Context: an optimization exercise on an open-source flow, tuned for small area, a short achievable clock period and few clock cycles. The choices shown serve that exercise and are no tape-out recipe.
Function was checked by simulation only, so behaviour that the tests miss may differ from the original.
Power is estimated from default activity; no workload was simulated.

==> design.v <==
module WorkingFinal(input clk, input reset, input wire [15:0] mem_rdata,
                    output wire [15:0] mem_addr, output wire [15:0] mem_wdata,
                    output wire mem_we, output wire halt);
	reg [15:0] mar;       
	reg [15:0] ir;        
	reg        iv;        
	reg [15:0] wdr;       
	reg [15:0] rem;       
	reg [15:0] r4, r5, r6, r7;
	reg        we;        
	reg        dcyc;      
	reg        ldw;       
	reg [2:0]  ldrd;      
	reg        halted;
	reg [1:0]  dst;       
	reg [2:0]  cnt;       
	assign mem_addr  = mar;
	assign mem_wdata = wdr;
	assign mem_we    = we;
	assign halt      = halted;
	wire [3:0] op = ir[15:12];
	wire [2:0] rd = ir[11:9];
	wire [2:0] rs = ir[8:6];
	wire [2:0] rt = ir[5:3];
	wire [2:0] rc = ir[2:0];
	wire [15:0] sext6 = {{10{ir[5]}}, ir[5:0]};
	wire [15:0] sext3 = {{13{ir[2]}}, ir[2:0]};
	wire [15:0] soff = {sext6[14:0], 1'b0};
	wire isDIV  = (op == 4'b0011);
	wire isLW   = (op == 4'b1000);
	wire isSW   = (op == 4'b1001);
	wire isBNE  = (op == 4'b1010);
	wire isJALR = (op == 4'b1101);
	wire isSH   = (op[3:2] == 2'b01) && (op[1:0] != 2'b00);
	wire isORI  = (op == 4'b1011);
	wire wrRd   = (op[3] == 1'b0 && op != 4'b0011) || isORI || isJALR;
	wire fc = !dcyc && !halted;    
	wire ev = iv && fc;            
	function [15:0] rdreg(input [2:0] i, input [15:0] a4, input [15:0] a5,
	                      input [15:0] a6, input [15:0] a7);
		case (i)
			3'd0: rdreg = 16'd1;
			3'd1: rdreg = 16'd3;
			3'd2: rdreg = 16'd4;
			3'd3: rdreg = 16'd15;
			3'd4: rdreg = a4;
			3'd5: rdreg = a5;
			3'd6: rdreg = a6;
			default: rdreg = a7;
		endcase
	endfunction
	wire [2:0] bidx = (isBNE || isSW) ? rd : rt;
	wire [15:0] A = rdreg(rs, r4, r5, r6, r7);
	wire [15:0] B = rdreg(bidx, r4, r5, r6, r7);
	wire [15:0] C = rdreg(rc, r4, r5, r6, r7);
	reg [15:0] x, y;
	reg cin1, cin2;
	always @(*) begin
		x = B; y = C; cin1 = 1'b0; cin2 = 1'b0;
		case (op)
			4'b0001: begin x = ~B; y = ~C; cin1 = 1'b1; cin2 = 1'b1; end
			4'b0010: begin y = ~C; cin2 = 1'b1; end
			4'b0100: y = sext3;
			4'b1010: begin x = mar; y = soff; end
			4'b1000, 4'b1001, 4'b1101: begin x = 16'd0; y = sext6; end
			default: ;
		endcase
	end
	wire [15:0] a = isBNE ? 16'd0 : A;
	wire [15:0] cs = a ^ x ^ y;
	wire [15:0] cc = (a & x) | (a & y) | (x & y);
	wire [16:0] addw = {cs, 1'b1} + {cc[14:0], cin1, cin2};
	wire [15:0] sum = addw[16:1];
	wire big = ir[2];    
	wire [1:0] sa = ir[1:0];
	wire [15:0] sll = big ? 16'd0 : (A << sa);
	wire [15:0] srl = big ? 16'd0 : (A >> sa);
	wire signed [15:0] As = A;
	wire [15:0] sra0 = As >>> sa;
	wire [15:0] sra = big ? {16{A[15]}} : sra0;
	reg [15:0] res;
	always @(*) begin
		case (op)
			4'b0101: res = sll;
			4'b0110: res = srl;
			4'b0111: res = sra;
			4'b1011: res = A | {10'd0, ir[5:0]};
			default: res = sum;
		endcase
	end
	wire [15:0] marp2 = mar + 16'd2;
	wire ne = (A != B);
	wire [15:0] jtgt_f = {marp2[15:13], mem_rdata[11:0], 1'b0};
	wire e_redir = ev && ((isBNE && ne) || isJALR);
	wire e_mem   = ev && (isLW || isSW);
	wire e_stall = ev && isDIV && (dst != 2'd2);
	wire fa      = fc && !e_redir && !e_stall;            
	wire f_isJ   = (mem_rdata[15:12] == 4'b1100);
	wire f_isH   = (mem_rdata[15:13] == 3'b111);
	wire [15:0] nseq = f_isJ ? jtgt_f : marp2;
	wire div_start = ev && isDIV && (dst == 2'd0);
	wire div_iter  = (dst == 2'd1);
	wire div_last  = div_iter && (cnt == 3'd0);
	wire div_qw    = ev && (dst == 2'd2);
	wire [16:0] dt1 = {rem, wdr[15]} - {1'b0, C};
	wire dq1 = !dt1[16];
	wire [15:0] r1 = dq1 ? dt1[15:0] : {rem[14:0], wdr[15]};
	wire [16:0] dt2 = {r1, wdr[14]} - {1'b0, C};
	wire dq2 = !dt2[16];
	wire [15:0] rnext = dq2 ? dt2[15:0] : {r1[14:0], wdr[14]};
	wire dz = (C == 16'd0);
	wire [1:0] lzn = dz ? 2'd0 :
	                 (B[15:12] != 4'd0) ? 2'd0 :
	                 (B[11:8]  != 4'd0) ? 2'd1 :
	                 (B[7:4]   != 4'd0) ? 2'd2 : 2'd3;
	reg [15:0] bsh;
	always @(*) begin
		case (lzn)
			2'd0: bsh = B;
			2'd1: bsh = {B[11:0], 4'd0};
			2'd2: bsh = {B[7:0], 8'd0};
			default: bsh = {B[3:0], 12'd0};
		endcase
	end
	reg        wen;
	reg [1:0]  widx;
	reg [15:0] wdat;
	always @(*) begin
		wen = 1'b0; widx = rd[1:0]; wdat = res;
		if (dcyc) begin
			wen = ldw && ldrd[2]; widx = ldrd[1:0]; wdat = mem_rdata;
		end else if (div_last) begin
			wen = rs[2]; widx = rs[1:0]; wdat = rnext;
		end else if (div_qw) begin
			wen = rd[2]; widx = rd[1:0]; wdat = wdr;
		end else if (ev && wrRd) begin
			wen = rd[2]; widx = rd[1:0]; wdat = isJALR ? mar : res;
		end
	end
	always @(posedge clk) begin
		if (wen && widx == 2'd0) r4 <= wdat;
		if (wen && widx == 2'd1) r5 <= wdat;
		if (wen && widx == 2'd2) r6 <= wdat;
		if (wen && widx == 2'd3) r7 <= wdat;
	end
	always @(posedge clk) begin
		if (reset) begin
			mar <= 16'd0;
			iv <= 1'b0;
			we <= 1'b0;
			dcyc <= 1'b0;
			halted <= 1'b0;
			dst <= 2'd0;
		end else begin
			we <= e_mem && isSW;
			dcyc <= e_mem;
			if (dcyc)
				mar <= rem;
			else if (halted)
				mar <= mar;
			else if (e_redir)
				mar <= sum;
			else if (e_mem)
				mar <= sum;
			else if (e_stall)
				mar <= mar;
			else
				mar <= nseq;
			if (fa)
				iv <= !f_isJ;
			else if (e_redir)
				iv <= 1'b0;
			if (fa && f_isH)
				halted <= 1'b1;
			if (div_start)
				dst <= 2'd1;
			else if (div_last)
				dst <= 2'd2;
			else if (div_qw)
				dst <= 2'd0;
		end
	end
	always @(posedge clk) begin
		if (fa)
			ir <= mem_rdata;
		ldw <= isLW;
		ldrd <= rd;
		if (div_iter)
			wdr <= {wdr[13:0], dq1, dq2};
		else if (div_start)
			wdr <= bsh;
		else
			wdr <= B;
		if (div_iter)
			cnt <= cnt - 3'd1;
		else
			cnt <= {~lzn, 1'b1};
		if (div_iter)
			rem <= rnext;
		else if (div_start)
			rem <= 16'd0;
		else
			rem <= nseq;
	end
endmodule
==> flow/run.sh <==
#!/bin/bash
# The standard layout (the standard.sh: ORFS synthesis to finish, unchanged
# scripts and constraints), with timing repair asked to keep a setup margin,
# so that the repair works on the achieved period and not just on the 30 ns
# clock. The make output goes to standard.log; ORFS keeps each step's log
# under orfs/logs.
set -euo pipefail
bash standard.sh SETUP_SLACK_MARGIN=23 finish > standard.log 2>&1
==> standard.sh <==
#!/bin/bash
# synth_recipe.tcl (not shown) runs the flow's synth.tcl, then flattens the netlist and writes it again
# the make line also repeats each setting of config.mk as NAME=value (left out here)
make -C /OpenROAD-flow-scripts/flow DESIGN_CONFIG=/design/flow/config.mk WORK_HOME=/design/flow/orfs CLKGATE_MAP_FILE= SYNTH_SCRIPT=/design/flow/synth_recipe.tcl "${@:-finish}"
==> config.mk <==
export PLATFORM = sky130hd
export DESIGN_NAME = WorkingFinal
export DESIGN_NICKNAME = WorkingFinal
export VERILOG_FILES = /design/flow/design.v
export SDC_FILE = /design/flow/constraint.sdc
export NUM_CORES = 4
export LEC_CHECK = 0
export ABC_AREA = 1
export CAP_MARGIN = 20
export CORE_MARGIN = 2
export CORE_UTILIZATION = 45
export SLEW_MARGIN = 20
==> constraint.sdc <==
create_clock -name core_clock -period 30.0 [get_ports {clk}]
set_input_delay 6.0000 -clock core_clock [delete_from_list [all_inputs] [get_ports {clk}]]
set_output_delay 6.0000 -clock core_clock [all_outputs]
set_load 0.01 [all_outputs]
==> out/results.txt, run 1 <==
R2r startpoint = ir[12]$_DFFE_PP_
Synth cell types = 60
Final hold slack = 0.389 ns
Nets = 2176
Post-synth top flop = edfxtp_1
Latest clock arrival within the worst-skew pair = 0.47 ns
First-pass GRT wire length = 88.0 mm
Post-synth EDFFs = 80
Leading area contributor after synthesis = edfxtp_1
Post-synth top cells = 637 x nand2_1, 252 x inv_1, 174 x o21ai_0
Hold Crit Class = flip-flop to flip-flop
Initial antenna violation count = 2
Worst path arrival time = 0.97 ns
Cell count after synthesis = 2009
CTS tree = yes
Fillers = 2888
Mapped Area = 13000 sq um
Worst path max stage delay = 0.37 ns
HPWL after detailed placement = 47.2 mm
Comb pwr share = 71.3%
Crit end category = output port
Proportion of layout cells with a drive suffix above 1 = 12.4%
Outcome = finished clean
TritonCTS Buffers = 17
CP Buf/Inv Count = 1
P&R area growth vs syn = 15.3%
Async set-reset flop share out of synthesis = 0%
Final setup vio count = 0
Residual DRC = 0
Htree depth = 4
Top-area cell type share of the netlist area = 18.4%
Most numerous cell in the Yosys netlist = nand2_1
Setup Total Neg Slack = 0 ns
Ant diodes = 0
CP max stage cell = dfxtp_4
Unrepaired setup endpoints after global routing = true
Vias in the first global route = 13928
Core Area = 28600 sq um
DRT antenna net count = 0
Largest net degree at the start of global routing = 36
CP top delay family = flip-flops
Chip Width = 174 um
Switching portion of total power = 57.2%
CTS Root Cell = clkbuf_16
Psw = 1030 uW
Sequential cell area = 3720 sq um
Multi-input gate area = 8330 sq um
Syn nets = 2095
Cell Pwr Density = 120 nW/um^2
F_max = 143 MHz
Seq pwr share = 16.9%
Total gr overflow = 0
Max-cap violation count = 0
Slew headroom = 23.2%
Fin. max-slew vios = 0
GP Congestion = 1.02
Drt total wl = 60.5 mm
Critical Path Fanout Max = 2
Hold path start = cnt[0]$_SDFF_PN1_
Fin crit period = 6.97 ns
Port bufs = 51
Post-DR wirelength/cell = 24.3 um
WS Path Type = flip-flop to output port
Worst path cell trace = buf_2
DR vias/cell = 6.06
Int Power = 770 uW
Largest cells by area after synthesis = edfxtp_1 18%, nand2_1 18%, dfxtp_1 9.4%, inv_1 7.3%, o21ai_0 6.7%
Die Y = 174 um
Num Clock Sinks = 141
Final number of hold-violating endpoints = 0
Initial Util = 45.5%
Crit path required time = 24.00 ns
Critical Path Source = mar[3]$_SDFFE_PP0P_
Starting DRC count in detailed routing = 2229
Total GRT Usage = 39.7%
DRT Pass-1 Iters = 5
Overall power = 1800 uW
Via Count = 15063
Pleak = 0.00713 uW
Worst vdd ir = 0.219 mV
Clk_skew = 0.0187 ns
Warnings, synthesis = 1
Num rows = 62
Syn Area/Cell = 6.48 sq um
Reg clk slew, reported paths = 0.08 ns
Hold_buf cts = 0
Seq/Total Area, Yosys = 27.8%
Die area = 30300 sq um
Critical path startpoint category = flip-flop
Period utilization = 23.2%
Synth Register Bits = 141
I/O pin cnt = 52
Clk network pwr share = 11.8%
CTS Buffer Depth = 2
Slew @ Worst Pin = 1.15 ns
-- layout make-up --
cell class              instances  area share [%]
clock buffers                  17            2.83
repair buffers                125            6.06
clock inverters                15           0.909
flip-flops and latches        141            24.8
multi-input cells            1544            55.5
inverters                     261            6.74
well taps                     384            3.20
-- cells by family after synthesis --
| group | Yosys count | share of synthesized area, % |
|---|---|---|
| AND/OR/NAND/NOR | 1001 | 32.6 |
| multiplexers | 3 | 0.231 |
| AO/OA/AOI/OAI | 423 | 18.7 |
| XOR/XNOR | 48 | 3.23 |
| flip-flops | 141 | 27.8 |
| buffers and inverters | 325 | 9.80 |
| adder cells (fa/ha/maj) | 68 | 7.57 |
-- registers in the layout, summed over array words and instances (netlist names), 2 cells and up --
register,count
ldrd,3
r7,16
dst,2
r4,16
cnt,3
wdr,16
r5,16
mar,16
ir,16
r6,16
rem,16
-- power groups by stage --
stage | Combinational [uW] | Clock (uW) | Sequential, uW
2_1_floorplan | 785 | 0 | 297
5_1_grt | 1380 | 221 | 306
3_5_place_dp | 1180 | 0 | 314
3_3_place_gp | 1180 | 0 | 314
4_1_cts | 1210 | 212 | 303
6_report | 1280 | 212 | 305
-- through the flow --
step	setup WS (ns)	area, sq um	utilization (%)	cells
after floorplan	22.71	13100	-	2009
after global placement	21.64	14000	48.9	2405
after detailed placement	21.61	14000	48.9	2405
after CTS	23.01	14800	51.6	2469
after global routing	22.95	15000	52.4	2487
final	23.03	15000	52.4	2487
-- path summary, 6_finish.rpt --
path | depth (start not counted) | slack, ns | endpoint
setup / recovery | 1 | 23.03 | mem_addr[3]
hold / removal | 1 | 0.39 | cnt[0]$_SDFF_PN1_
setup reg to reg | 30 | 23.39 | r7[13]$_DFFE_PP_
hold reg to reg | 1 | 0.39 | cnt[0]$_SDFF_PN1_
-- placed cells by master (no fill, tap or decap), drive strengths merged, types with 6 or more instances in the layout --
cell / synthesis / routed
edfxtp: 80 / 80
o21ai: 179 / 179
clkdlybuf4s50: 0 / 12
dfxtp: 61 / 61
a21oi: 102 / 102
o211ai: 18 / 18
clkbuf: 44 / 19
clkinvlp: 0 / 10
xor2: 32 / 32
xnor2: 16 / 16
buf: 20 / 110
clkinv: 6 / 8
nand4: 26 / 26
nor2: 148 / 148
nor3: 15 / 15
o22ai: 54 / 54
a31oi: 7 / 7
o221ai: 6 / 6
a22oi: 17 / 17
ha: 50 / 50
a21o: 6 / 6
fa: 18 / 18
nand3: 140 / 140
inv: 255 / 257
nand2: 657 / 658
a221oi: 7 / 7
-- repair_timing --
item	4_1_cts	5_1_grt
resized for setup	226	44
buffers inserted	32	16
endpoints found under the hold margin	0	0
gates cloned	0	2
endpoints found under the setup margin	129	95
pin swaps	1	8
-- layer usage --
layer  track usage (%)  share of wire (%)  vias up
met1              52.4                 40     7023
li1                  -                  -     6863
met2              60.2                 42      953
met5                 0              0.026        -
met3              6.98                 10      222
met4              25.0                7.7        2
Testbench counts, summed over its fixed seeds: cycles 15,817.
==> inputs of run 2 (changes only) <==
--- a/design.v
+++ b/design.v
@@ -13,7 +13,7 @@
 	reg [2:0]  ldrd;      
 	reg        halted;
 	reg [1:0]  dst;       
-	reg [2:0]  cnt;       
+	reg [3:0]  cnt;       
 	assign mem_addr  = mar;
 	assign mem_wdata = wdr;
 	assign mem_we    = we;
@@ -60,17 +60,19 @@
 		case (op)
 			4'b0001: begin x = ~B; y = ~C; cin1 = 1'b1; cin2 = 1'b1; end
 			4'b0010: begin y = ~C; cin2 = 1'b1; end
+			4'b0011: begin x = {rem[14:0], wdr[15]}; y = ~C; cin2 = 1'b1; end
 			4'b0100: y = sext3;
 			4'b1010: begin x = mar; y = soff; end
 			4'b1000, 4'b1001, 4'b1101: begin x = 16'd0; y = sext6; end
 			default: ;
 		endcase
 	end
-	wire [15:0] a = isBNE ? 16'd0 : A;
+	wire [15:0] a = (isBNE || isDIV) ? 16'd0 : A;
 	wire [15:0] cs = a ^ x ^ y;
 	wire [15:0] cc = (a & x) | (a & y) | (x & y);
-	wire [16:0] addw = {cs, 1'b1} + {cc[14:0], cin1, cin2};
+	wire [17:0] addw = {1'b0, cs, 1'b1} + {1'b0, cc[14:0], cin1, cin2};
 	wire [15:0] sum = addw[16:1];
+	wire cout = addw[17] | cc[15];    
 	wire big = ir[2];    
 	wire [1:0] sa = ir[1:0];
 	wire [15:0] sll = big ? 16'd0 : (A << sa);
@@ -100,14 +102,10 @@
 	wire [15:0] nseq = f_isJ ? jtgt_f : marp2;
 	wire div_start = ev && isDIV && (dst == 2'd0);
 	wire div_iter  = (dst == 2'd1);
-	wire div_last  = div_iter && (cnt == 3'd0);
+	wire div_last  = div_iter && (cnt == 4'd0);
 	wire div_qw    = ev && (dst == 2'd2);
-	wire [16:0] dt1 = {rem, wdr[15]} - {1'b0, C};
-	wire dq1 = !dt1[16];
-	wire [15:0] r1 = dq1 ? dt1[15:0] : {rem[14:0], wdr[15]};
-	wire [16:0] dt2 = {r1, wdr[14]} - {1'b0, C};
-	wire dq2 = !dt2[16];
-	wire [15:0] rnext = dq2 ? dt2[15:0] : {r1[14:0], wdr[14]};
+	wire dq = rem[15] | cout;
+	wire [15:0] rnext = dq ? sum : {rem[14:0], wdr[15]};
 	wire dz = (C == 16'd0);
 	wire [1:0] lzn = dz ? 2'd0 :
 	                 (B[15:12] != 4'd0) ? 2'd0 :
@@ -122,6 +120,9 @@
 			default: bsh = {B[3:0], 12'd0};
 		endcase
 	end
+	wire dhz = (C[15:2] == 14'd0);
+	wire s1q = dz || (dhz && C[1:0] == 2'd1 && bsh[15]);
+	wire s1r = bsh[15] && !(dhz && C[1:0] == 2'd1);
 	reg        wen;
 	reg [1:0]  widx;
 	reg [15:0] wdat;
@@ -186,19 +187,19 @@
 		ldw <= isLW;
 		ldrd <= rd;
 		if (div_iter)
-			wdr <= {wdr[13:0], dq1, dq2};
+			wdr <= {wdr[14:0], dq};
 		else if (div_start)
-			wdr <= bsh;
+			wdr <= {bsh[14:0], s1q};
 		else
 			wdr <= B;
 		if (div_iter)
-			cnt <= cnt - 3'd1;
+			cnt <= cnt - 4'd1;
 		else
-			cnt <= {~lzn, 1'b1};
+			cnt <= {~lzn, 2'b10};
 		if (div_iter)
 			rem <= rnext;
 		else if (div_start)
-			rem <= 16'd0;
+			rem <= {15'd0, s1r};
 		else
 			rem <= nseq;
 	end
==> out/results.txt, run 2 <==
Num rows = 59 (-4.8%)
Die area = 27800 sq um (-8.3%)
Clk network pwr share = 14.8% (+3.0 points)
Top-area cell type share of the netlist area = 20.2% (+1.7 points)
Drt total wl = 54.9 mm (-9.2%)
Leading area contributor after synthesis = edfxtp_1
CP top delay family = buffers and inverters
DR vias/cell = 6.17 (+1.9%)
Syn nets = 1870 (-11%)
Hold_buf cts = 0 (unchanged)
Pre-CTS WS = 21.81 ns (+0.197 ns)
Nets = 1928 (-11%)
Worst path arrival time = 7.17 ns (+6.20 ns)
Core Area = 26100 sq um (-9.0%)
Proportion of layout cells with a drive suffix above 1 = 12.5% (+0.090 points)
Total gr overflow = 0 (unchanged)
Num Clock Sinks = 142 (+0.71%)
Mapped Area = 11900 sq um (-8.5%)
Reg clk slew, reported paths = 0.07 ns (about the same)
Ant diodes = 0 (unchanged)
Psw = 772 uW (-25%)
Final hold slack = 0.416 ns (+0.0271 ns)
Initial antenna violation count = 2 (unchanged)
Crit end category = flip-flop
Fin. max-slew vios = 0 (unchanged)
Comb pwr share = 63.5% (-7.8 points)
Final number of hold-violating endpoints = 0 (unchanged)
Most frequent cells in the layout = 469 x nand2_1, 268 x inv_1, 181 x nor2_1
Cell Pwr Density = 104 nW/um^2 (-13%)
Post-synth top cells = 474 x nand2_1, 271 x inv_1, 185 x nor2_1
Synth Register Bits = 142 (+0.71%)
Critical Path Fanout Max = 4 (+2)
Worst vdd ir = 0.0882 mV (-60%)
Slew @ Worst Pin = 1.12 ns (-0.0316 ns)
Total GRT Usage = 38.6% (-1.1 points)
Synth cell types = 55 (-8.3%)
Final setup vio count = 0 (unchanged)
CTS Root Cell = clkbuf_16
CP max stage cell = o21ai_0
CP Buf/Inv Count = 2 (+1)
Latest clock arrival within the worst-skew pair = 0.44 ns (-0.03 ns)
Most numerous cell in the Yosys netlist = nand2_1
Crit path required time = 30.14 ns (+6.14 ns)
Initial Util = 45.7% (+0.23 points)
Commonest non-fill, non-tap cell in the layout = nand2_1
Int Power = 647 uW (-16%)
Max-cap violation count = 0 (unchanged)
CTS Buffer Depth = 2 (unchanged)
P&R area growth vs syn = 14.7%
Starting DRC count in detailed routing = 2217 (-0.54%)
DRT Pass-1 Iters = 6 (+1)
Async set-reset flop share out of synthesis = 0% (unchanged)
Post-synth EDFFs = 80 (unchanged)
Final setup margin = 22.97 ns (-0.0586 ns)
Clk_skew = 0.0183 ns (-0.000389 ns)
Cell count after synthesis = 1816 (-9.6%)
Die Y = 167 um (-4.2%)
Seq/Total Area, Yosys = 30.6% (+2.8 points)
Final instance count without filler cells = 2222 (-11%)
Hold Crit Class = flip-flop to flip-flop
Worst path max stage delay = 0.55 ns (+0.18 ns)
Residual DRC = 0 (unchanged)
Syn Area/Cell = 6.56 sq um (+1.2%)
Seq pwr share = 21.6% (+4.7 points)
Post-DR wirelength/cell = 24.7 um (+1.6%)
Warnings, synthesis = 1 (unchanged)
Outcome = finished clean
Cells after DPL = 2154 (-10%)
GP Congestion = 1.04 (+2.1%)
F_max = 142 MHz (-0.83%)
First-pass GRT wire length = 80.3 mm (-8.7%)
Fin crit period = 7.03 ns (+0.0586 ns)
WS Path Type = input pin to flip-flop
I/O pin cnt = 52 (unchanged)
Via Count = 13711 (-9.0%)
Worst path cell trace = clkdlybuf4s50_1, inv_1, o21ai_0
Period utilization = 23.4% (+0.20 points)
Switching portion of total power = 54.4% (-2.8 points)
Setup Total Neg Slack = 0 ns (unchanged)
Htree depth = 4 (unchanged)
Port bufs = 51 (unchanged)
Vias in the first global route = 12335 (-11%)
DRT antenna net count = 0 (unchanged)
CTS tree = yes
TritonCTS Buffers = 17 (unchanged)
Largest cells by area after synthesis = edfxtp_1 20%, nand2_1 15%, dfxtp_1 10%, inv_1 8.5%, nor2_1 5.8%
Unrepaired setup endpoints after global routing = false
Chip Width = 167 um (-4.2%)
Slew headroom = 25.3% (+2.1 points)
Pleak = 0.00645 uW (-9.5%)
HPWL after detailed placement = 41.7 mm (-12%)
Post-synth top flop = edfxtp_1
Largest net degree at the start of global routing = 43 (+19%)
Critical path startpoint category = input pin
-- run 2: timing repair --
item,CTS,global route
endpoints found under the hold margin,0,0
endpoints found under the setup margin,108,85
pin swaps,1,5
setup buffers,30,2
cloned,2,2
gates resized for setup,196,34
-- run 2: final timing paths --
check	end	startpoint	depth (start not counted)	slack, ns
worst max register to register	r5[10]$_DFFE_PP_	ir[13]$_DFFE_PP_	27	23.28
worst max-delay path	r5[7]$_DFFE_PP_	mem_rdata[7]	3	22.97
worst min-delay path	cnt[0]$_SDFF_PN0_	cnt[0]$_SDFF_PN0_	1	0.42
worst min register to register	cnt[0]$_SDFF_PN0_	cnt[0]$_SDFF_PN0_	1	0.42
-- run 2: worst reg2reg max path, delay by kind of cell, from the launching register on --
family / cells / cell delay (ns)
simple gates: 14 / 2.96
compound gates: 5 / 1.17
buf+inv: 6 / 0.90
fa+ha+maj: 2 / 0.88
flops: 1 / 0.48
-- run 2: final cells by class --
| type | count | area, sq um |
|---|---|---|
| Clock buffer | 17 | 425 |
| Clock inverter | 15 | 131 |
| Fill cell | 2734 | 12400 |
| Inverter | 285 | 1100 |
| Multi-Input combinational cell | 1322 | 7080 |
| Sequential cell | 142 | 3720 |
| Tap cell | 335 | 419 |
| Timing Repair Buffer | 104 | 777 |
| Timing Repair inverter | 2 | 17.5 |
-- run 2: kinds of logic after synthesis --
logic type | Yosys count | share of synthesized area, %
AOI/OAI and AO/OA | 367 | 18.9
DFF | 142 | 30.6
and+or+nand+nor | 895 | 32.4
muxes | 1 | 0.0840
xor gates and xnor gates | 21 | 1.54
adders and majority gates | 36 | 4.85
buffers and inverters | 354 | 11.6
-- run 2: metrics by stage --
step | utilization [%] | cell area [sq um] | power [uW]
final | 52.5 | 13700 | 1420
after CTS | 52.4 | 13700 | 1370
after detailed placement | 49.2 | 12800 | 1150
after global routing | 52.5 | 13700 | 1490
after floorplan | - | 12100 | 817
after global placement | 49.2 | 12800 | 1150
-- run 2: power by group through the flow --
stage          Combinational [uW]  Clock (uW)  Sequential (uW)
2_1_floorplan                 511           0              306
3_5_place_dp                  834           0              315
3_3_place_gp                  839           0              315
6_report                      902         210              307
5_1_grt                       960         218              310
4_1_cts                       857         210              306
-- run 2: layer usage --
layer | routed length [um] | track usage, % | vias up
li1 | - | - | 6242
met1 | 22600 | 54.8 | 6300
met2 | 22500 | 55.6 | 1011
met3 | 7430 | 10.3 | 154
met4 | 2410 | 15.4 | 4
met5 | 27 | 0 | -
Testbench counts of run 2, summed over its fixed seeds: cycles 16,919.
==> inputs of run 3 (changes only) <==
--- a/config.mk
+++ b/config.mk
@@ -9,4 +9,5 @@
 export CAP_MARGIN = 20
 export CORE_MARGIN = 2
 export CORE_UTILIZATION = 45
+export CTS_BUF_LIST = sky130_fd_sc_hd__clkbuf_8
 export SLEW_MARGIN = 20
==> out/results.txt, run 3 <==
Starting DRC count in detailed routing = 2137 (-3.6%)
Fillers = 2748 (+0.51%)
Worst path cell trace = buf_6
Final setup vio count = 0 (unchanged)
Max-cap violation count = 0 (unchanged)
Warnings, synthesis = 1 (unchanged)
Nets = 1928 (unchanged)
Num Clock Sinks = 142 (unchanged)
Total GRT Usage = 38.5% (-0.12 points)
Seq/Total Area, Yosys = 30.6% (unchanged)
Synth cell types = 55 (unchanged)
Leading area contributor after synthesis = edfxtp_1
Worst vdd ir = 0.0911 mV (+3.3%)
Comb pwr share = 66.3% (+2.8 points)
Latest clock arrival within the worst-skew pair = 0.48 ns (+0.04 ns)
CP Buf/Inv Count = 1 (-1)
Multi-input gate area = 7070 sq um (about the same)
TritonCTS Buffers = 17 (unchanged)
DRT antenna net count = 0 (unchanged)
Post-synth top flop = edfxtp_1
Hold Crit Class = flip-flop to flip-flop
Critical Path Fanout Max = 2 (-2)
Final number of hold-violating endpoints = 0 (unchanged)
CTS tree = yes
CTS Buffer Depth = 2 (unchanged)
P&R area growth vs syn = 12.8%
Fin. max-slew vios = 0 (unchanged)
Psw = 768 uW (-0.50%)
Post-synth EDFFs = 80 (unchanged)
Period utilization = 23.3% (-0.15 points)
Commonest non-fill, non-tap cell in the layout = nand2_1
Proportion of layout cells with a drive suffix above 1 = 12.4% (-0.053 points)
Via Count = 13673 (-0.28%)
CP max stage cell = dfxtp_4
I/O pin cnt = 52 (unchanged)
Async set-reset flop share out of synthesis = 0% (unchanged)
Total gr overflow = 0 (unchanged)
Fin crit period = 6.98 ns (-0.0459 ns)
Cell Pwr Density = 102 nW/um^2 (-2.1%)
CP top delay family = flip-flops
WS Path Type = flip-flop to output port
Initial antenna violation count = 2 (unchanged)
Htree depth = 4 (unchanged)
Sequential cell area = 3720 sq um (about the same)
Clk network pwr share = 11.2% (-3.6 points)
HPWL after detailed placement = 41.7 mm (unchanged)
Crit end category = output port
DRT Pass-1 Iters = 6 (unchanged)
Hold_buf cts = 0 (unchanged)
Num rows = 59 (unchanged)
Synth Register Bits = 142 (unchanged)
First-pass GRT wire length = 80.0 mm (-0.40%)
CTS Root Cell = clkbuf_8
Largest cells by area after synthesis = edfxtp_1 20%, nand2_1 15%, dfxtp_1 10%, inv_1 8.5%, nor2_1 5.8%
Residual DRC = 0 (unchanged)
Clk_skew = 0.0303 ns (+0.0120 ns)
Setup Total Neg Slack = 0 ns (unchanged)
Chip Width = 167 um (unchanged)
Most numerous cell in the Yosys netlist = nand2_1
Overall power = 1370 uW (-3.7%)
Worst path max stage delay = 0.40 ns (-0.15 ns)
Drt total wl = 55.0 mm (+0.15%)
Cell count after synthesis = 1816 (unchanged)
F_max = 143 MHz (+0.66%)
DR vias/cell = 6.15 (-0.28%)
Die area = 27800 sq um (unchanged)
Slew @ Worst Pin = 1.12 ns (+0.00511 ns)
Most frequent cells in the layout = 469 x nand2_1, 268 x inv_1, 181 x nor2_1
Reg clk slew, reported paths = 0.11 ns (+0.04 ns)
Core Area = 26100 sq um (unchanged)
Vias in the first global route = 12369 (+0.28%)
Switching portion of total power = 56.2% (+1.8 points)
Seq pwr share = 22.5% (+0.9 points)
Syn Area/Cell = 6.56 sq um (unchanged)
Post-DR wirelength/cell = 24.8 um (+0.15%)
Slew headroom = 25.0% (-0.34 points)
Pleak = 0.00637 uW (-1.3%)
Syn nets = 1870 (unchanged)
Critical path startpoint category = flip-flop
Mapped Area = 11900 sq um (unchanged)
GP Congestion = 1.04 (unchanged)
Port bufs = 51 (unchanged)
Ant diodes = 0 (unchanged)
Int Power = 598 uW (-7.6%)
Top-area cell type share of the netlist area = 20.2% (unchanged)
Largest net degree at the start of global routing = 43 (unchanged)
Crit path required time = 24.00 ns (-6.14 ns)
Initial Util = 45.7% (unchanged)
Post-synth top cells = 474 x nand2_1, 271 x inv_1, 185 x nor2_1
Unrepaired setup endpoints after global routing = true
Die Y = 167 um (unchanged)
Outcome = finished clean
Worst path arrival time = 0.98 ns (-6.19 ns)
[run 3: cell counts after synthesis]
No cell type changed its count.
[run 3: what timing repair did]
action	in CTS	in global routing
gates resized for setup	208	20
endpoints found under the setup margin	107	75
hold endpoints to repair	0	0
buffers inserted	32	1
cloned	0	3
pin swaps	1	3
[run 3: routing by layer]
layer	GRT usage (%)	vias to the layer above	share of wire, %
li1	-	6224	-
met1	54.5	6345	41
met2	55.0	963	41
met3	11.0	137	14
met4	15.4	4	4.3
met5	0	-	0.049
[run 3: path summary, 6_finish.rpt]
| path | to | slack, ns | cells after the start | from |
|---|---|---|---|---|
| min reg2reg | cnt[0]$_SDFF_PN0_ | 0.42 | 1 | cnt[0]$_SDFF_PN0_ |
| min | cnt[0]$_SDFF_PN0_ | 0.42 | 1 | cnt[0]$_SDFF_PN0_ |
| max | mem_addr[8] | 23.02 | 1 | mar[8]$_SDFFE_PP0P_ |
| max reg2reg | r5[10]$_DFFE_PP_ | 23.27 | 27 | ir[13]$_DFFE_PP_ |
[run 3: area by class of cell]
type | instances | share of cell area (%)
Clock inverter | 15 | 0.977
Timing Repair Buffer | 105 | 5.58
Inverter | 285 | 8.17
Multi-Input combinational cell | 1322 | 52.6
Sequential cell | 142 | 27.7
Timing Repair inverter | 1 | 0.0652
Tap cell | 335 | 3.12
Clock buffer | 17 | 1.74
[run 3: kinds of logic (layout without fill, tap and decap cells)]
family                     count (synthesis)  in the layout  share of synthesized area [%]
buffers and inverters                    354            423                           11.6
adders and majority gates                 36             36                           4.85
DFF                                      142            142                           30.6
xor gates and xnor gates                  21             21                           1.54
and+or+nand+nor                          895            897                           32.4
AOI/OAI and AO/OA                        367            367                           18.9
muxes                                      1              1                         0.0840
[run 3: through the flow]
| stage | area [sq um] | cells | hold slack (ns) | setup slack [ns] | utilization (%) |
|---|---|---|---|---|---|
| 2_1_floorplan | 12100 | 1816 | 0.370 | 22.90 | - |
| 3_3_place_gp | 12800 | 2154 | 0.399 | 21.89 | 49.2 |
| 3_5_place_dp | 12800 | 2154 | 0.414 | 21.81 | 49.2 |
| 4_1_cts | 13400 | 2218 | 0.427 | 23.00 | 51.4 |
| 5_1_grt | 13400 | 2222 | 0.441 | 22.99 | 51.6 |
| 6_report | 13400 | 2222 | 0.422 | 23.02 | 51.6 |
[run 3: power groups by stage]
stage,combinational (uW),clock [uW],sequential (uW)
after floorplan,511,0,306
after global placement,839,0,315
after detailed placement,834,0,315
after CTS,857,154,305
after global routing,960,162,309
final,906,154,307
==> inputs of run 4 (changes only) <==
==> flow/run.sh (replaced) <==
#!/bin/bash
# The standard layout (standard.sh: ORFS from synthesis to finish, with
# the standard flow's constraints), with two changes:
#  - synthesis is the standard flow's synthesis script, except that ABC maps the logic
#    with flow/abc_map_a.script (area-oriented mapping); flip-flop mapping and
#    every other synthesis step are unchanged, so the registers are the same;
#  - timing repair keeps a setup margin, so that it works on the achieved
#    period and not only on the 30 ns clock.
# Make's output goes to standard.log; ORFS keeps each step's log under orfs/logs.
set -euo pipefail
here=$(pwd)
{
  echo "proc abc {args} { set i [lsearch \$args -script]; if {\$i >= 0} { lset args [expr {\$i + 1}] $here/flow/abc_map_a.script }; yosys abc {*}\$args }"
  cat synth_recipe.tcl
} > synth_recipe_own.tcl
sed "s#SYNTH_SCRIPT=$here/synth_recipe.tcl#SYNTH_SCRIPT=$here/synth_recipe_own.tcl#" standard.sh > standard_own.sh
grep -q synth_recipe_own.tcl standard_own.sh
bash standard_own.sh SETUP_SLACK_MARGIN=23 finish > standard.log 2>&1
==> flow/abc_map_a.script (new file) <==
strash
dch -f
map -a
topo
stime -c
==> out/results.txt, run 4 <==
Drt total wl = 44.7 mm (-19%)
CP max stage cell = o21ai_1
Period utilization = 23.4% (+0.078 points)
Initial antenna violation count = 0 (-2)
Setup Total Neg Slack = 0 ns (unchanged)
Die area = 24400 sq um (-12%)
Async set-reset flop share out of synthesis = 0% (unchanged)
Worst path arrival time = 7.22 ns (+6.24 ns)
Critical path startpoint category = input pin
Num Clock Sinks = 142 (unchanged)
Num rows = 55 (-6.8%)
Final instance area = 12400 sq um (-7.6%)
Clk_skew = 0.0195 ns (-0.0108 ns)
Vias in the first global route = 10824 (-12%)
Cell Pwr Density = 96.1 nW/um^2 (-5.4%)
GP Congestion = 1.05 (+1.0%)
DRT antenna net count = 0 (unchanged)
Chip Width = 156 um (-6.3%)
Most numerous cell in the Yosys netlist = nand2_1
Ant diodes = 0 (unchanged)
Slew headroom = 26.8% (+1.8 points)
CTS Root Cell = clkbuf_8
Leading area contributor after synthesis = edfxtp_1
Starting DRC count in detailed routing = 1566 (-27%)
Hold Crit Class = flip-flop to flip-flop
Warnings, synthesis = 1 (unchanged)
Port bufs = 51 (unchanged)
Fin crit period = 7.01 ns (+0.0234 ns)
Top-area cell type share of the netlist area = 23.0% (+2.9 points)
Overall power = 1190 uW (-13%)
Most frequent cells in the layout = 217 x nand2_1, 202 x clkinv_1, 173 x o21ai_0
DRT Pass-1 Iters = 6 (unchanged)
Crit path required time = 30.22 ns (+6.22 ns)
Outcome = finished clean
Post-synth EDFFs = 80 (unchanged)
Commonest non-fill, non-tap cell in the layout = nand2_1
Fin. max-slew vios = 0 (unchanged)
Post-synth top flop = edfxtp_1
Via Count = 11748 (-14%)
Worst path max stage delay = 0.54 ns (+0.14 ns)
CTS tree = yes
Worst path cell trace = clkdlybuf4s50_1, clkinv_1, o21ai_1
Post-DR wirelength/cell = 24.2 um (-2.1%)
Total GRT Usage = 36.9% (-1.6 points)
Largest cells by area after synthesis = edfxtp_1 23%, dfxtp_1 12%, o21ai_0 9.7%, nand2_1 8.0%, clkinv_1 7.9%
Pleak = 0.00457 uW (-28%)
Final setup vio count = 0 (unchanged)
Mapped Area = 10400 sq um (-12%)
Final number of hold-violating endpoints = 0 (unchanged)
Core Area = 22700 sq um (-13%)
Reg clk slew, reported paths = 0.10 ns (about the same)
Post-synth top cells = 221 x nand2_1, 219 x clkinv_1, 202 x o21ai_0
CTS Buffer Depth = 2 (unchanged)
HPWL after detailed placement = 33.3 mm (-20%)
Syn nets = 1462 (-22%)
Post-DP Area = 11600 sq um (-9.6%)
Proportion of layout cells with a drive suffix above 1 = 15.8% (+3.4 points)
Synth Register Bits = 142 (unchanged)
Die Y = 156 um (-6.3%)
Fillers = 2242 (-18%)
Critical Path Fanout Max = 4 (+2)
Nets = 1600 (-17%)
TritonCTS Buffers = 17 (unchanged)
Slew @ Worst Pin = 1.10 ns (-0.0282 ns)
First-pass GRT wire length = 66.9 mm (-16%)
P&R area growth vs syn = 19.1%
Crit end category = flip-flop
Final setup margin = 22.99 ns (-0.0234 ns)
Unrepaired setup endpoints after global routing = true
Hold_buf cts = 0 (unchanged)
Largest net degree at the start of global routing = 55 (+28%)
Final Core Density = 54.7% (+3.1 points)
Syn Area/Cell = 7.41 sq um (+13%)
DR vias/cell = 6.37 (+3.5%)
Latest clock arrival within the worst-skew pair = 0.50 ns (+0.02 ns)
Synth cell types = 43 (-22%)
Htree depth = 4 (unchanged)
Seq/Total Area, Yosys = 34.9% (+4.4 points)
WS Path Type = input pin to flip-flop
Residual DRC = 0 (unchanged)
I/O pin cnt = 52 (unchanged)
Cell count after synthesis = 1408 (-22%)
F_max = 143 MHz (-0.33%)
Max-cap violation count = 0 (unchanged)
Worst vdd ir = 0.0469 mV (-49%)
Initial Util = 45.9% (+0.19 points)
Total gr overflow = 0 (unchanged)
Pre-CTS WS = 21.92 ns (+0.113 ns)
[run 4: cell types whose count changed after synthesis, moves of 41 or more]
cell / before / now
nor2_1: 185 / 144
nand2_1: 474 / 221
o22ai_1: 84 / 38
nand3_1: 135 / 33
clkinv_1: 9 / 219
o21ai_0: 137 / 202
inv_1: 271 / 0
clkbuf_1: 46 / 0
a21oi_1: 37 / 129
[run 4: path summary, 6_finish.rpt]
kind / startpoint / to / slack (ns) / depth (start not counted)
worst min register to register: ir[10]$_DFFE_PP_ / ldrd[1]$_DFF_P_ / 0.38 / 0
worst min-delay path: ir[10]$_DFFE_PP_ / ldrd[1]$_DFF_P_ / 0.38 / 0
worst max register to register: ir[6]$_DFFE_PP_ / r6[13]$_DFFE_PP_ / 23.32 / 28
worst max-delay path: mem_rdata[4] / r6[4]$_DFFE_PP_ / 22.99 / 3
[run 4: metal layers]
metal | up-vias | GRT usage (%) | wire length (um) | part of all wire (%)
met1 | 5497 | 50.4 | 18100 | 40
li1 | 5368 | - | - | -
met5 | - | 0 | 0 | 0
met4 | 0 | 17.6 | 2360 | 5.3
met3 | 133 | 8.92 | 5160 | 12
met2 | 750 | 54.8 | 19100 | 43
[run 4: power breakdown]
part,internal (uW),switching [uW]
sequential,278,19.9
clock,87.4,98.4
combinational,233,477
[run 4: cell type report]
type	instances	area, sq um	share of cell area (%)
Clock buffer	17	234	1.88
Inverter	219	870	7.00
Clock inverter	15	220	1.77
Multi-Input combinational cell	1047	6160	49.6
Tap cell	285	357	2.87
Sequential cell	142	3720	29.9
Timing Repair Buffer	119	863	6.95
[run 4: cells by family (layout without fill, tap and decap cells)]
| kind of cell | after synthesis | count (layout) | share of synthesized area (%) |
|---|---|---|---|
| AO/OA/AOI/OAI | 523 | 523 | 30.4 |
| XOR/XNOR | 39 | 39 | 3.28 |
| adder cells (fa/ha/maj) | 36 | 36 | 5.54 |
| buffers and inverters | 219 | 370 | 7.88 |
| flip-flops | 142 | 142 | 34.9 |
| multiplexers | 8 | 8 | 0.768 |
| AND/OR/NAND/NOR | 441 | 441 | 17.1 |
[run 4: critical path, delay by kind of cell]
kind	cells	cell delay (ns)
AO/OA/AOI/OAI	1	0.54
buffers and inverters	2	0.69
[run 4: metrics by stage]
step / cells / hold slack [ns]
after floorplan: 1408 / 0.356
after global placement: 1771 / 0.362
after detailed placement: 1771 / 0.365
after CTS: 1835 / 0.386
after global routing: 1844 / 0.419
final: 1844 / 0.385
[run 4: timing repair]
item	4_1_cts	5_1_grt
hold endpoints to repair	0	0
buffers inserted	32	9
setup endpoints to repair	128	75
pin swaps	1	7
gates resized for setup	216	55
==> inputs of run 5 (changes only) <==
--- a/design.v
+++ b/design.v
@@ -14,6 +14,7 @@
 	reg        halted;
 	reg [1:0]  dst;       
 	reg [3:0]  cnt;       
+	reg        dsm;       
 	assign mem_addr  = mar;
 	assign mem_wdata = wdr;
 	assign mem_we    = we;
@@ -60,7 +61,7 @@
 		case (op)
 			4'b0001: begin x = ~B; y = ~C; cin1 = 1'b1; cin2 = 1'b1; end
 			4'b0010: begin y = ~C; cin2 = 1'b1; end
-			4'b0011: begin x = {rem[14:0], wdr[15]}; y = ~C; cin2 = 1'b1; end
+			4'b0011: begin x = (dst == 2'd1) ? {rem[14:0], wdr[15]} : B; y = ~C; cin2 = 1'b1; end
 			4'b0100: y = sext3;
 			4'b1010: begin x = mar; y = soff; end
 			4'b1000, 4'b1001, 4'b1101: begin x = 16'd0; y = sext6; end
@@ -101,7 +102,8 @@
 	wire f_isH   = (mem_rdata[15:13] == 3'b111);
 	wire [15:0] nseq = f_isJ ? jtgt_f : marp2;
 	wire div_start = ev && isDIV && (dst == 2'd0);
-	wire div_iter  = (dst == 2'd1);
+	wire div_small = (dst == 2'd1) && dsm;
+	wire div_iter  = (dst == 2'd1) && !dsm;
 	wire div_last  = div_iter && (cnt == 4'd0);
 	wire div_qw    = ev && (dst == 2'd2);
 	wire dq = rem[15] | cout;
@@ -132,6 +134,8 @@
 			wen = ldw && ldrd[2]; widx = ldrd[1:0]; wdat = mem_rdata;
 		end else if (div_last) begin
 			wen = rs[2]; widx = rs[1:0]; wdat = rnext;
+		end else if (div_small) begin
+			wen = rs[2]; widx = rs[1:0]; wdat = B;
 		end else if (div_qw) begin
 			wen = rd[2]; widx = rd[1:0]; wdat = wdr;
 		end else if (ev && wrRd) begin
@@ -175,7 +179,7 @@
 				halted <= 1'b1;
 			if (div_start)
 				dst <= 2'd1;
-			else if (div_last)
+			else if (div_last || div_small)
 				dst <= 2'd2;
 			else if (div_qw)
 				dst <= 2'd0;
@@ -186,7 +190,10 @@
 			ir <= mem_rdata;
 		ldw <= isLW;
 		ldrd <= rd;
-		if (div_iter)
+		dsm <= div_start && !cout;
+		if (div_small)
+			wdr <= 16'd0;
+		else if (div_iter)
 			wdr <= {wdr[14:0], dq};
 		else if (div_start)
 			wdr <= {bsh[14:0], s1q};
==> out/results.txt, run 5 <==
Post-DP Area = 11800 sq um (+2.1%)
WS Path Type = input pin to flip-flop
First-pass GRT wire length = 71.8 mm (+7.3%)
Crit end category = flip-flop
Post-synth top cells = 220 x nand2_1, 212 x clkinv_1, 172 x a21oi_1
Fin crit period = 6.99 ns (-0.0167 ns)
Via Count = 12426 (+5.8%)
Starting DRC count in detailed routing = 1637 (+4.5%)
Worst path max stage delay = 0.53 ns (about the same)
HPWL after detailed placement = 34.7 mm (+4.3%)
Critical path startpoint category = input pin
Total GRT Usage = 39.3% (+2.5 points)
CP max stage cell = clkdlybuf4s50_1
DRT antenna net count = 0 (unchanged)
Initial antenna violation count = 0 (unchanged)
Cell count after synthesis = 1432 (+1.7%)
Max-cap violation count = 0 (unchanged)
Die Y = 157 um (+0.78%)
Leading area contributor after synthesis = edfxtp_1
Final setup margin = 23.01 ns (+0.0167 ns)
Post-synth top flop = edfxtp_1
Pleak = 0.00480 uW (+5.2%)
Hold path depth = 0 (unchanged)
Most numerous cell in the Yosys netlist = nand2_1
Ant diodes = 0 (unchanged)
F_max = 143 MHz (+0.24%)
CTS Root Cell = clkbuf_8
Post-DR wirelength/cell = 25.0 um (+3.1%)
Hold path start = ir[10]$_DFFE_PP_
Htree depth = 4 (unchanged)
DRT Pass-1 Iters = 7 (+1)
Seq/Total Area, Yosys = 34.6% (-0.36 points)
Chip Width = 157 um (+0.78%)
Initial Util = 45.5% (-0.37 points)
Die area = 24800 sq um (+1.6%)
Residual DRC = 0 (unchanged)
Crit path required time = 30.21 ns (about the same)
Worst path arrival time = 7.20 ns (-0.02 ns)
Top-area cell type share of the netlist area = 22.7% (-0.36 points)
Synth cell types = 38 (-12%)
Total gr overflow = 0 (unchanged)
Critical Path Source = mem_rdata[9]
Vias in the first global route = 11593 (+7.1%)
TritonCTS Buffers = 17 (unchanged)
R2r worst-path depth = 35 (+25%)
CTS tree = yes
Mapped Area = 10600 sq um (+1.6%)
Period utilization = 23.3% (-0.056 points)
Post-synth EDFFs = 80 (unchanged)
Port bufs = 51 (unchanged)
Most frequent cells in the layout = 219 x nand2_1, 200 x clkinv_1, 169 x a21oi_1
Setup Total Neg Slack = 0 ns (unchanged)
GP Congestion = 1.01 (-4.3%)
P&R area growth vs syn = 22.2%
Nets = 1650 (+3.1%)
Proportion of layout cells with a drive suffix above 1 = 16.0% (+0.19 points)
Pre-CTS WS = 21.40 ns (-0.526 ns)
Fin. max-slew vios = 0 (unchanged)
Final setup vio count = 0 (unchanged)
Drt total wl = 48.2 mm (+7.8%)
Latest clock arrival within the worst-skew pair = 0.49 ns (about the same)
Largest net degree at the start of global routing = 38 (-31%)
Num Clock Sinks = 143 (+0.70%)
Cell Pwr Density = 93.3 nW/um^2 (-2.9%)
Syn Area/Cell = 7.40 sq um (about the same)
Unrepaired setup endpoints after global routing = true
Worst path cell trace = clkdlybuf4s50_1, clkinv_1, o21ai_1
Synth Register Bits = 143 (+0.70%)
Commonest non-fill, non-tap cell in the layout = nand2_1
Slew @ Worst Pin = 1.07 ns (-0.0278 ns)
Critical Path Fanout Max = 4 (unchanged)
Final Core Density = 55.7% (+0.95 points)
R2r startpoint = ir[12]$_DFFE_PP_
Num rows = 56 (+1.8%)
Reg clk slew, reported paths = 0.10 ns (about the same)
Worst vdd ir = 0.0583 mV (+24%)
CTS Buffer Depth = 2 (unchanged)
Syn nets = 1486 (+1.6%)
Async set-reset flop share out of synthesis = 0% (unchanged)
Core Area = 23300 sq um (+2.4%)
Clk_skew = 0.0183 ns (-0.00114 ns)
Final instance area = 12900 sq um (+4.2%)
Largest cells by area after synthesis = edfxtp_1 23%, dfxtp_1 12%, a21oi_1 8.1%, nand2_1 7.8%, clkinv_1 7.5%
I/O pin cnt = 52 (unchanged)
Outcome = finished clean
Warnings, synthesis = 1 (unchanged)
DR vias/cell = 6.45 (+1.2%)
Slew headroom = 28.6% (+1.9 points)
Hold Crit Class = flip-flop to flip-flop
Final number of hold-violating endpoints = 0 (unchanged)
Hold_buf cts = 0 (unchanged)
## run 5: cell types whose count changed after synthesis, sizes merged, moves of 5 or more
cell	change
clkinv	-7
a221oi	-13
o22ai	+22
a21oi	+43
nor2	+5
o221ai	-10
o21ai	-68
o211ai	+18
mux2i	-6
a22oi	+40
## run 5: cell families after synthesis
group | share of synthesized area [%]
AOI/OAI and AO/OA | 32.0
buffers and inverters | 7.51
DFF | 34.6
muxes | 0.189
and+or+nand+nor | 17.0
adders and majority gates | 5.46
xor gates and xnor gates | 3.22
## run 5: worst paths after layout
kind / to / slack [ns]
min reg2reg: ldrd[1]$_DFF_P_ / 0.42
min: ldrd[1]$_DFF_P_ / 0.42
max reg2reg: r7[13]$_DFFE_PP_ / 23.26
max: r4[9]$_DFFE_PP_ / 23.01
## run 5: what timing repair did
item | 4_1_cts | 5_1_grt
resized for setup | 238 | 54
setup endpoints to repair | 133 | 106
setup buffers | 35 | 22
pin swaps | 3 | 10
cloned | 1 | 0
## run 5: stage by stage
step           std cells  total power (uW)  hold slack (ns)
6_report            1928              1210            0.419
5_1_grt             1928              1270            0.450
4_1_cts             1905              1160            0.421
3_5_place_dp        1837               977            0.406
3_3_place_gp        1837               976            0.404
2_1_floorplan       1432               728            0.372
## run 5: critical path: cells and delay by family
kind	cells	cell delay [ns]
AOI/OAI and AO/OA	1	0.47
buffers and inverters	2	0.72
## run 5: area by class of cell
type	count	area, sq um
Timing Repair Buffer	145	1200
Sequential cell	143	3750
Inverter	212	828
Clock buffer	17	234
Fill cell	2330	10300
Multi-Input combinational cell	1077	6350
Clock inverter	15	181
Tap cell	319	399
## run 5: layer usage
metal  vias up  share of wire [%]  GRT usage (%)
met5         -                  0              0
met4         0                6.1           19.9
met3       186                 11           7.87
met2       844                 43           60.0
met1      5838                 40           52.9
li1       5558                  -              -
## run 5: power breakdown
part           internal (uW)  total (uW)  switching, uW
combinational            247         749            502
sequential               275         294           19.0
clock                   64.4         165            101
Testbench counts of run 5, summed over its fixed seeds: cycles 16,429.
==> inputs of run 6 (changes only) <==
--- a/design.v
+++ b/design.v
@@ -54,6 +54,13 @@
 	wire [15:0] A = rdreg(rs, r4, r5, r6, r7);
 	wire [15:0] B = rdreg(bidx, r4, r5, r6, r7);
 	wire [15:0] C = rdreg(rc, r4, r5, r6, r7);
+	wire big = ir[2];
+	wire [1:0] sa = ir[1:0];
+	wire left = (op == 4'b0101);
+	wire fill = (op == 4'b0111) && A[15];
+	wire [15:0] s1 = sa[0] ? (left ? {A[14:0], 1'b0} : {fill, A[15:1]}) : A;
+	wire [15:0] s2 = sa[1] ? (left ? {s1[13:0], 2'b0} : {{2{fill}}, s1[15:2]}) : s1;
+	wire [15:0] shv = big ? {16{fill}} : s2;
 	reg [15:0] x, y;
 	reg cin1, cin2;
 	always @(*) begin
@@ -64,33 +71,19 @@
 			4'b0011: begin x = (dst == 2'd1) ? {rem[14:0], wdr[15]} : B; y = ~C; cin2 = 1'b1; end
 			4'b0100: y = sext3;
 			4'b1010: begin x = mar; y = soff; end
+			4'b0101, 4'b0110, 4'b0111: begin x = shv; y = 16'd0; end
+			4'b1011: begin x = 16'd0; y = {10'd0, ir[5:0] & ~A[5:0]}; end
 			4'b1000, 4'b1001, 4'b1101: begin x = 16'd0; y = sext6; end
 			default: ;
 		endcase
 	end
-	wire [15:0] a = (isBNE || isDIV) ? 16'd0 : A;
+	wire [15:0] a = (isBNE || isDIV || isSH) ? 16'd0 : A;
 	wire [15:0] cs = a ^ x ^ y;
 	wire [15:0] cc = (a & x) | (a & y) | (x & y);
 	wire [17:0] addw = {1'b0, cs, 1'b1} + {1'b0, cc[14:0], cin1, cin2};
 	wire [15:0] sum = addw[16:1];
 	wire cout = addw[17] | cc[15];    
-	wire big = ir[2];    
-	wire [1:0] sa = ir[1:0];
-	wire [15:0] sll = big ? 16'd0 : (A << sa);
-	wire [15:0] srl = big ? 16'd0 : (A >> sa);
-	wire signed [15:0] As = A;
-	wire [15:0] sra0 = As >>> sa;
-	wire [15:0] sra = big ? {16{A[15]}} : sra0;
-	reg [15:0] res;
-	always @(*) begin
-		case (op)
-			4'b0101: res = sll;
-			4'b0110: res = srl;
-			4'b0111: res = sra;
-			4'b1011: res = A | {10'd0, ir[5:0]};
-			default: res = sum;
-		endcase
-	end
+	wire [15:0] res = sum;
 	wire [15:0] marp2 = mar + 16'd2;
 	wire ne = (A != B);
 	wire [15:0] jtgt_f = {marp2[15:13], mem_rdata[11:0], 1'b0};
==> out/results.txt, run 6 <==
Sequential cell area = 3750 sq um (+0.10%)
CTS tree = yes
CP max stage cell = dfxtp_2
DRT Pass-1 Iters = 6 (-1)
Top-area cell type share of the netlist area = 23.1% (+0.42 points)
Stages on worst setup path = 1 (-2)
HPWL after detailed placement = 35.8 mm (+3.1%)
Final Core Density = 56.9% (+1.2 points)
Final setup vio count = 0 (unchanged)
First-pass GRT wire length = 71.8 mm (about the same)
Largest net degree at the start of global routing = 34 (-11%)
Max-cap violation count = 0 (unchanged)
R2r setup slk = 23.24 ns (-0.02 ns)
Critical Path Source = wdr[12]$_SDFF_PP0_
Async set-reset flop share out of synthesis = 0% (unchanged)
Most numerous cell in the Yosys netlist = nand2_1
Die area = 24300 sq um (-1.8%)
Worst path max stage delay = 0.37 ns (-0.16 ns)
Mapped Area = 10400 sq um (-1.8%)
CP Capture Point = mem_wdata[12]
Post-synth top cells = 231 x nand2_1, 195 x clkinv_1, 149 x nor2_1
Fin crit period = 7.00 ns (+0.00480 ns)
Worst path cell trace = buf_2
Reg clk slew, reported paths = 0.10 ns (about the same)
Slew headroom = 41.2% (+13 points)
TritonCTS Buffers = 17 (unchanged)
Final instance area = 12900 sq um (-0.53%)
Hold Crit Class = flip-flop to flip-flop
Latest clock arrival within the worst-skew pair = 0.49 ns (about the same)
Starting DRC count in detailed routing = 1794 (+9.6%)
Slew @ Worst Pin = 0.876 ns (-0.192 ns)
Cell Pwr Density = 110 nW/um^2 (+18%)
Total gr overflow = 0 (unchanged)
Pleak = 0.00474 uW (-1.4%)
Period utilization = 23.3% (about the same)
Synth cell types = 39 (+2.6%)
Nets = 1610 (-2.4%)
Post-synth top flop = edfxtp_1
Critical path startpoint category = flip-flop
CP top delay family = flip-flops
Most frequent cells in the layout = 226 x nand2_1, 177 x clkinv_1, 134 x nor2_1, 134 x a21oi_1, 109 x o21ai_0
Post-DP Area = 11700 sq um (-1.4%)
DRT antenna net count = 0 (unchanged)
Core Area = 22600 sq um (-2.7%)
Setup Total Neg Slack = 0 ns (unchanged)
Die Y = 156 um (-0.90%)
CTS Buffer Depth = 2 (unchanged)
Critical Path Fanout Max = 2 (-2)
Unrepaired setup endpoints after global routing = true
Port bufs = 51 (unchanged)
Initial Util = 45.9% (+0.39 points)
GP Congestion = 1.02 (+1.2%)
Initial antenna violation count = 1 (+1)
R2r startpoint = ir[15]$_DFFE_PP_
Num rows = 55 (-1.8%)
Clk_skew = 0.0168 ns (-0.00152 ns)
Post-synth EDFFs = 80 (unchanged)
Hold_buf cts = 0 (unchanged)
Worst path arrival time = 1.00 ns (-6.20 ns)
Cell count after synthesis = 1384 (-3.4%)
Outcome = finished clean
CTS Root Cell = clkbuf_8
P&R area growth vs syn = 23.8%
Ant diodes = 0 (unchanged)
Fin. max-slew vios = 0 (unchanged)
I/O pin cnt = 52 (unchanged)
WS Path Type = flip-flop to output port
Syn Area/Cell = 7.52 sq um (+1.6%)
Fillers = 2186 (-6.2%)
CP Buf/Inv Count = 1 (-1)
Multi-input gate area = 6370 sq um (+0.28%)
Post-DR wirelength/cell = 26.4 um (+5.7%)
Syn nets = 1438 (-3.2%)
Leading area contributor after synthesis = edfxtp_1
Synth Register Bits = 143 (unchanged)
Seq/Total Area, Yosys = 35.2% (+0.64 points)
R2r worst-path depth = 38 (+8.6%)
Via Count = 12328 (-0.79%)
Worst vdd ir = 0.0678 mV (+16%)
Crit end category = output port
Chip Width = 156 um (-0.90%)
Warnings, synthesis = 1 (unchanged)
Total GRT Usage = 40.1% (+0.77 points)
Drt total wl = 49.0 mm (+1.7%)
DR vias/cell = 6.65 (+3.2%)
Num Clock Sinks = 143 (unchanged)
Largest cells by area after synthesis = edfxtp_1 23%, dfxtp_1 12%, nand2_1 8.3%, clkinv_1 7.0%, a21oi_1 6.7%
F_max = 143 MHz (about the same)
Crit path required time = 24.00 ns (-6.21 ns)
Vias in the first global route = 11486 (-0.92%)
Residual DRC = 0 (unchanged)
Htree depth = 4 (unchanged)
Final number of hold-violating endpoints = 0 (unchanged)
Critical R2R Capture = r4[6]$_DFFE_PP_
Commonest non-fill, non-tap cell in the layout = nand2_1
Proportion of layout cells with a drive suffix above 1 = 18.7% (+2.7 points)
-- run 6: worst min path at each step --
stage / startpoint / endpoint / slack [ns] / depth (start not counted)
final: ir[11]$_DFFE_PP_ / ldrd[2]$_DFF_P_ / 0.39 / 0
after floorplan: ir[11]$_DFFE_PP_ / ldrd[2]$_DFF_P_ / 0.36 / 0
after detailed placement: ir[11]$_DFFE_PP_ / ldrd[2]$_DFF_P_ / 0.37 / 0
after global placement: ir[11]$_DFFE_PP_ / ldrd[2]$_DFF_P_ / 0.37 / 0
after global routing: ir[11]$_DFFE_PP_ / ldrd[2]$_DFF_P_ / 0.42 / 0
after CTS: ir[11]$_DFFE_PP_ / ldrd[2]$_DFF_P_ / 0.40 / 0
-- run 6: stage by stage --
| step | total power, uW | hold slack, ns | instances | setup WS (ns) |
|---|---|---|---|---|
| 2_1_floorplan | 834 | 0.356 | 1384 | 22.82 |
| 3_3_place_gp | 1140 | 0.369 | 1765 | 21.53 |
| 3_5_place_dp | 1140 | 0.373 | 1765 | 21.47 |
| 4_1_cts | 1340 | 0.397 | 1836 | 23.00 |
| 5_1_grt | 1500 | 0.418 | 1854 | 22.89 |
| 6_report | 1420 | 0.394 | 1854 | 23.00 |
-- run 6: cell families (layout without fill, tap and decap cells) --
kind of cell | Yosys count | after routing | synth area share [%]
compound gates | 520 | 520 | 31.4
xor+xnor | 40 | 40 | 3.37
fa+ha+maj | 36 | 36 | 5.56
buf+inv | 195 | 380 | 7.04
flops | 143 | 143 | 35.2
mux | 1 | 1 | 0.0962
simple gates | 449 | 449 | 17.3
-- run 6: area by class of cell --
type | instances | area share [%]
Clock buffer | 17 | 1.82
Clock inverter | 15 | 1.44
Inverter | 195 | 6.14
Multi-Input combinational cell | 1046 | 49.5
Sequential cell | 143 | 29.1
Tap cell | 285 | 2.77
Timing Repair Buffer | 152 | 9.19
Timing Repair inverter | 1 | 0.0389
-- run 6: repair_timing --
| action | 4_1_cts | 5_1_grt |
|---|---|---|
| gates resized for setup | 242 | 82 |
| endpoints found under the setup margin | 133 | 98 |
| buffers inserted | 39 | 15 |
| pin swaps | 2 | 11 |
| cloned | 0 | 3 |
| hold endpoints to repair | 0 | 0 |
-- run 6: metal layers --
layer	global-route usage (%)	share of wire (%)
met4	24.1	7.0
met3	11.1	13
met5	0	0.022
met1	53.7	39
met2	57.5	41
-- run 6: where the power goes --
group / leakage [uW] / switching [uW] / internal [uW]
Clock: 0.000206 / 103 / 64.6
Combinational: 0.00325 / 622 / 302
Sequential: 0.00128 / 24.2 / 304
Testbench counts of run 6, summed over its fixed seeds: cycles 16,429.
==> inputs of run 7 (changes only) <==
--- a/design.v
+++ b/design.v
@@ -116,6 +116,7 @@
 		endcase
 	end
 	wire dhz = (C[15:2] == 14'd0);
+	wire dv1 = dhz && (C[1:0] == 2'd1);    
 	wire s1q = dz || (dhz && C[1:0] == 2'd1 && bsh[15]);
 	wire s1r = bsh[15] && !(dhz && C[1:0] == 2'd1);
 	reg        wen;
@@ -128,7 +129,7 @@
 		end else if (div_last) begin
 			wen = rs[2]; widx = rs[1:0]; wdat = rnext;
 		end else if (div_small) begin
-			wen = rs[2]; widx = rs[1:0]; wdat = B;
+			wen = rs[2]; widx = rs[1:0]; wdat = dv1 ? 16'd0 : B;
 		end else if (div_qw) begin
 			wen = rd[2]; widx = rd[1:0]; wdat = wdr;
 		end else if (ev && wrRd) begin
@@ -183,9 +184,9 @@
 			ir <= mem_rdata;
 		ldw <= isLW;
 		ldrd <= rd;
-		dsm <= div_start && !cout;
+		dsm <= div_start && (!cout || dv1);
 		if (div_small)
-			wdr <= 16'd0;
+			wdr <= dv1 ? B : 16'd0;
 		else if (div_iter)
 			wdr <= {wdr[14:0], dq};
 		else if (div_start)
==> out/results.txt, run 7 <==
Async set-reset flop share out of synthesis = 0% (unchanged)
Slew @ Worst Pin = 1.14 ns (+0.264 ns)
Via Count = 12694 (+3.0%)
Nets = 1638 (+1.7%)
Slew headroom = 23.5% (-18 points)
DRT Pass-1 Iters = 6 (unchanged)
Core Area = 22800 sq um (+0.61%)
Starting DRC count in detailed routing = 2211 (+23%)
Initial Util = 46.0% (+0.11 points)
Clk_skew = 0.0329 ns (+0.0161 ns)
Most frequent cells in the layout = 224 x nand2_1, 177 x clkinv_1, 139 x a21oi_1
Port bufs = 51 (unchanged)
Warnings, synthesis = 1 (unchanged)
CP Buf/Inv Count = 1 (unchanged)
First-pass GRT wire length = 74.0 mm (+3.1%)
Post-synth top flop = edfxtp_1
Proportion of layout cells with a drive suffix above 1 = 18.9% (+0.24 points)
Psw = 865 uW (+15%)
Residual DRC = 0 (unchanged)
Final number of hold-violating endpoints = 0 (unchanged)
Worst path cell trace = buf_6
Unrepaired setup endpoints after global routing = true
Final instance count without filler cells = 1911 (+3.1%)
Crit path required time = 24.00 ns (about the same)
Num rows = 55 (unchanged)
Synth cell types = 34 (-13%)
Cells after DPL = 1815 (+2.8%)
Drt total wl = 51.3 mm (+4.7%)
Mapped Area = 10500 sq um (+0.84%)
Die Y = 157 um (+0.41%)
Synth Register Bits = 143 (unchanged)
Fin. max-slew vios = 0 (unchanged)
DRT antenna net count = 0 (unchanged)
Htree depth = 4 (unchanged)
CP max stage cell = dfxtp_4
Seq/Total Area, Yosys = 34.9% (-0.29 points)
Hold path depth = 0 (unchanged)
Fin crit period = 7.01 ns (+0.0147 ns)
Critical Path Fanout Max = 2 (unchanged)
Worst vdd ir = 0.0719 mV (+5.9%)
Outcome = finished clean
Total gr overflow = 0 (unchanged)
Post-synth top cells = 229 x nand2_1, 198 x clkinv_1, 174 x o21ai_0
I/O pin cnt = 52 (unchanged)
Setup Total Neg Slack = 0 ns (unchanged)
Int Power = 683 uW (+1.7%)
Critical Path Source = mar[7]$_SDFFE_PP0P_
CTS tree = yes
Latest clock arrival within the worst-skew pair = 0.50 ns (about the same)
Post-DR wirelength/cell = 26.8 um (+1.5%)
Switching portion of total power = 55.9% (+3.1 points)
Vias in the first global route = 11509 (+0.20%)
Cell Pwr Density = 118 nW/um^2 (+6.9%)
R2r startpoint = ir[15]$_DFFE_PP_
Syn Area/Cell = 7.43 sq um (-1.1%)
P&R area growth vs syn = 25.2%
Die area = 24500 sq um (+0.82%)
Clk network pwr share = 10.9% (-0.9 points)
Final setup vio count = 0 (unchanged)
Pleak = 0.00485 uW (+2.3%)
CP top delay family = flip-flops
Stages on worst setup path = 1 (unchanged)
R2r worst-path depth = 27 (-29%)
Worst path max stage delay = 0.41 ns (+0.04 ns)
Post-synth EDFFs = 80 (unchanged)
Initial antenna violation count = 0 (-1)
Worst path arrival time = 1.01 ns (about the same)
HPWL after detailed placement = 37.3 mm (+4.0%)
Num Clock Sinks = 143 (unchanged)
Top-area cell type share of the netlist area = 22.9% (-0.19 points)
TritonCTS Buffers = 17 (unchanged)
==> run 7: changes by cell type in the layout (fill, tap and decap cells not counted), sizes merged, moves of 3 or more <==
cell    change
o31ai       +3
a21oi       +5
nand3       +5
o21ai      +39
o211ai     -10
o22ai      -11
clkbuf      -3
o221ai     +10
a32o        -3
a31oi       +5
nor2        +6
nand4       -6
a22oi      -10
==> run 7: path summary, 6_finish.rpt <==
kind	end	slack (ns)
hold reg to reg	ldrd[0]$_DFF_P_	0.44
hold / removal	ldrd[0]$_DFF_P_	0.44
setup / recovery	mem_addr[7]	22.99
setup reg to reg	r5[9]$_DFFE_PP_	23.22
==> run 7: stage by stage <==
stage          cell area, sq um  power, uW  hold slack [ns]  setup WS [ns]  util, %
6_report                  13100       1550            0.440          22.99     57.6
2_1_floorplan             10600        844            0.378          22.72        -
5_1_grt                   13100       1590            0.454          22.95     57.6
4_1_cts                   12700       1430            0.434          22.98     55.9
3_5_place_dp              11800       1210            0.432          21.55     51.7
3_3_place_gp              11800       1210            0.407          21.59     51.7
==> run 7: logic make-up (layout without fill, tap and decap cells) <==
group / after synthesis / after routing / synth area share [%]
AOI/OAI and AO/OA: 548 / 548 / 32.2
and+or+nand+nor: 446 / 449 / 16.9
buffers and inverters: 198 / 381 / 7.09
DFF: 143 / 143 / 34.9
xor gates and xnor gates: 39 / 39 / 3.26
adders and majority gates: 36 / 36 / 5.51
muxes: 1 / 1 / 0.0954
other: 0 / 1 / 0
==> run 7: repair_timing <==
item,in CTS,in global routing
endpoints found under the setup margin,132,103
pin swaps,7,14
buffers inserted,42,15
hold buffers,0,0
cloned,5,1
hold endpoints to repair,0,0
resized for setup,266,89
==> run 7: area by class of cell <==
cell class	count	area, sq um
multi-input combinational	1073	6550
timing repair buffer	150	1210
timing repair inverter	1	6.26
tap	313	392
antenna	1	2.50
clock inverter	15	191
inverter	198	790
clock buffer	17	234
fill	2176	9650
sequential	143	3750
==> run 7: power by group through the flow <==
| stage | Combinational, uW | Sequential (uW) | Clock, uW |
|---|---|---|---|
| after floorplan | 511 | 333 | 0 |
| after global placement | 863 | 344 | 0 |
| after detailed placement | 864 | 344 | 0 |
| after CTS | 930 | 332 | 168 |
| after global routing | 1080 | 337 | 176 |
| final | 1050 | 334 | 168 |
==> run 7: layer usage <==
| layer | global-route usage (%) | up-vias | part of all wire (%) |
|---|---|---|---|
| met5 | 0 | - | 0 |
| met4 | 20.8 | 0 | 6.5 |
| met3 | 14.4 | 240 | 16 |
| met2 | 55.9 | 1074 | 39 |
| met1 | 57.7 | 5857 | 39 |
| li1 | - | 5523 | - |
Testbench counts of run 7, summed over its fixed seeds: cycles 16,041.

Re-timed with assumed drivers on the ports (clkbuf_16 on the clock, buf_2 on other inputs), run 7 has 22.941 ns of setup slack against 22.989 ns with ideal ports, and 22.537 ns once port delays also move by the mid clock arrival of 0.528 ns.
